Source: an optimization exercise on an open RTL-to-GDS flow (aim: small area). Production flows keep margins and buffers that such runs may drop. In this exercise RTL edits were held to simulation tests only and were not proved equivalent to the original. No activity file was given, so power comes from the tool's default toggle rates.

Setup of before:
## UART_TOP_own
module UART_TOP_own (
    input               clk,
    input               rstn,
    input       [3:0]   paddr_i,
    input       [31:0]  pwdata_i,
    input               psel_i,
    input               penable_i,
    input               pwrite_i,
    input               rx_in,
    output reg          tx_out,
    output reg          uart_int_o,
    output reg  [31:0]  prdata_o
);
For scale: about 1900 cells after synthesis, roughly 600 flip-flops, about 76 I/O pins, ~24000 sq um of cells after synthesis.
clock: 8.0 ns
lec_check: 0
cap_margin: 20
core_margin: 2
core_utilization: 65
slew_margin: 20
standard.sh (not shown) runs the stock make flow with config.mk's settings and CLKGATE_MAP_FILE= SYNTH_SCRIPT=/design/flow/synth_recipe.tcl, a recipe that flattens the netlist after the stock synthesis.
==> flow/flow/run.sh <==
#!/bin/bash
# Layout flow: the standard flow (standard.sh, with its synthesis unchanged)
# with these changes:
#  - after the floorplan, OpenROAD's restructure re-maps the combinational
#    logic for area (registers are not touched), using a copy of the liberty
#    file without the platform's don't-use cells;
#  - 1x buffers on the ports;
#  - an area-oriented clock tree (larger sink clusters, no dummy loads).
# Each tool's output goes to a log of its own in this folder; ORFS writes each
# step's own log under orfs/logs.
set -euo pipefail
HERE=$(pwd)
FLOWDIR=$(cd "$(dirname "$0")" && pwd)
export BUFFER_PORTS_ARGS="-buffer_cell sky130_fd_sc_hd__buf_1"
export CTS_ARGS="-sink_clustering_enable -repair_clock_nets -sink_clustering_size 28 -sink_clustering_max_diameter 120 -dont_use_dummy_load"

bash standard.sh floorplan > flow_floorplan.log 2>&1

python3 "$FLOWDIR/libfilter.py" "$FLOW_HOME/platforms/sky130hd/lib/sky130_fd_sc_hd__tt_025C_1v80.lib" \
  "$HERE/restructure.lib" 'sky130_fd_sc_hd__lpflow_*' 'sky130_fd_sc_hd__probe*' > libfilter.log 2>&1
mkdir -p "$HERE/restructure"
RES="$HERE/orfs/results/sky130hd/UART_TOP_own/base" LIB="$HERE/restructure.lib" WD="$HERE/restructure" \
  openroad -no_init -exit "$FLOWDIR/restructure.tcl" > restructure.log 2>&1

bash standard.sh finish > flow_finish.log 2>&1
Other scripts of this flow, unchanged in this note and not shown: flow/flow/libfilter.py, flow/flow/restructure.tcl
Both conditions hold for before: the flow ran to the end and the final layout passed the timing, DRC and antenna checks.
Input-level comparison between after and before:
diff --git a/flow/design.v b/flow/design.v
--- a/flow/design.v
+++ b/flow/design.v
@@ -95,19 +95,22 @@
             cfs <= uart_conf[3:0];
             dls <= uart_delay[3:0];
         end
     end
 end
 wire c_check  = cfs[0];
 wire c_parity = cfs[1];
 wire c_stop   = cfs[2];
 wire c_stchk  = cfs[3];
-reg  [7:0]  txm [0:15];
+reg  [7:0]  tq0 [0:7];
+reg  [7:0]  tq1 [0:7];
+reg  [3:0]  txh;                   
+reg         tx_pushed;             
 reg  [7:0]  rxr [0:15];
 reg  [3:0]  rxh;                   
 reg         rx_pend;               
 reg  [4:0]  tx_fcnt, rx_fcnt;      
 reg  [1:0]  tx_op, rx_op;          
 wire [4:0]  tx_cnt, rx_cnt;        
 reg  [7:0]  tx_dout, rx_dout;
 reg         rx_pv;                 
 wire        tx_wr_en, tx_rd_en, rx_wr_en, rx_rd_en;
@@ -140,52 +143,59 @@
             endcase
         case (s[3:2])
         2'd0: mux16 = l[7:0];
         2'd1: mux16 = l[15:8];
         2'd2: mux16 = l[23:16];
         default: mux16 = l[31:24];
         endcase
     end
 endfunction
-wire [7:0] tx_q = mux16({txm[15], txm[14], txm[13], txm[12], txm[11], txm[10], txm[9], txm[8],
-                         txm[7], txm[6], txm[5], txm[4], txm[3], txm[2], txm[1], txm[0]}, tx_cnt[3:0]);
+wire [7:0] tx_q = mux16({tq1[7], tq0[7], tq1[6], tq0[6], tq1[5], tq0[5], tq1[4], tq0[4],
+                         tq1[3], tq0[3], tq1[2], tq0[2], tq1[1], tq0[1], tq1[0], tq0[0]},
+                        {txh[3:1], txh[0] ^ ph});
+wire [3:0] tx_tail = txh + tx_cnt[3:0];           
+wire       tx_ins  = wtx & (((aw1 | aw2) & ~tx_full) | (aw3 & tx_pushed));
+wire [3:0] tx_slot = aw3 ? tx_tail - 4'd1 : tx_tail;
+wire       tx_inj  = tx_ins & (tx_slot[0] != ph);
 wire [3:0] rx_hpos = rxh + rph;                   
 wire [3:0] rx_ipos = rxh + rx_cnt[3:0] + rph;      
 wire       rx_inj  = rx_pend & (rx_ipos[2:0] == 3'd0);
 wire       rx_byp  = rx_pend & (rx_cnt == 5'd1);   
 wire [7:0] rx_q = rx_byp ? rx_din :
                   mux16({rxr[15], rxr[14], rxr[13], rxr[12], rxr[11], rxr[10], rxr[9], rxr[8],
                          rxr[7], rxr[6], rxr[5], rxr[4], rxr[3], rxr[2], rxr[1], rxr[0]}, rx_hpos);
 integer i;
 always @(posedge clk) begin
-    if (tx_we) begin
-        txm[1] <= uart_tx[7:0];
-        for (i = 2; i < 16; i = i + 1) txm[i] <= txm[i-1];
-        txm[0] <= txm[15];
+    for (i = 0; i < 8; i = i + 1) begin
+        tq1[i] <= tq0[i];
+        tq0[i] <= (tx_inj && tx_slot[3:1] == i) ? r_tx[7:0] : tq1[i];
     end
     if (rx_re) rx_dout <= rx_q;
     for (i = 1; i < 16; i = i + 1) rxr[i] <= rxr[i-1];
     rxr[0] <= (rx_inj && !rx_ipos[3]) ? rx_din : rxr[15];
     rxr[8] <= (rx_inj &&  rx_ipos[3]) ? rx_din : rxr[7];
-    rph <= rph + 4'd1;
-    if (rx_re) rxh <= rxh + 4'd1;
 end
 always @(posedge clk or negedge rstn) begin
     if (!rstn) begin
         tx_op <= OP_NONE; rx_op <= OP_NONE;
         tx_fcnt <= 5'd0; rx_fcnt <= 5'd0;
-        tx_dout <= 8'd0; rx_pv <= 1'b0; rx_pend <= 1'b0;
+        tx_dout <= 8'd0; rx_pv <= 1'b0; rx_pend <= 1'b0; tx_pushed <= 1'b0;
+        rph <= 4'd0; txh <= 4'd0; rxh <= 4'd0;
     end else begin
         tx_fcnt <= tx_cnt;
         rx_fcnt <= rx_cnt;
         tx_op <= tx_frst ? OP_CLR : (tx_we & ~tx_re) ? OP_INC : (tx_re & ~tx_we) ? OP_DEC : OP_NONE;
         rx_op <= rx_frst ? OP_CLR : (rx_we & ~rx_re) ? OP_INC : (rx_re & ~rx_we) ? OP_DEC : OP_NONE;
         if (tx_re) tx_dout <= tx_q;
+        tx_pushed <= tx_we;
+        rph <= rph + 4'd1;
+        if (tx_re) txh <= txh + 4'd1;
+        if (rx_re) rxh <= rxh + 4'd1;
         if (rx_re) rx_pv <= 1'b1;
         if (rx_we) rx_pend <= 1'b1;
         else if (rx_inj || rx_frst || (rx_re && rx_byp)) rx_pend <= 1'b0;
     end
 end
 reg  [13:0] cnt_rx, cnt_tx;
 reg         tx_bps_en;
 wire        rx_bps_en;
 wire        cv_nz   = |cv;
## What came out
Row met1 routed wirelength after detailed routing: after higher / before lower
Against before, after comes in about 0.9% lower on filler cell count.
Changes observed in after relative to before: sequential cell count moved up; average footprint of a synthesized cell now sits higher; cell area -about 2.3%; total of flip-flops plus latches after synthesis went up; clock network fraction of total power fell 0.8 points.
after finished end to end and its layout was clean on timing, DRC and antenna.
When after is measured against before, its longest individual stage delay on the worst path turns out 370 ps lower.
When after is set beside before, its non-clock buffer count turns out to be about 1% larger.

==> static timing again, ports no longer ideal <==
The results above use ideal ports. As a check the final layouts listed here were re-extracted and re-timed, cells and wires unchanged. Step 1 assumes that a clkbuf_16 drives the clock port and a buf_2 every other input. Step 2 moves the port delays by t, midway between the first and last clock arrival at a register: inputs arrive t later, outputs are due t later. That takes back most of the time a late clock gives input paths. Slacks: no drivers / after step 1 / after step 2; pairs: no drivers / after step 1.
run | shift t [ns] | setup WS [ns] | worst hold slack (ns) | pins driven straight from the clock port
before | 0.619 | 1.030 / 0.978 / 0.978 | 0.295 / 0.295 / 0.295 | 1
after | 0.615 | 1.162 / 1.110 / 1.110 | 0.290 / 0.290 / 0.290 | 1
After both steps setup and hold are still met in every run listed.
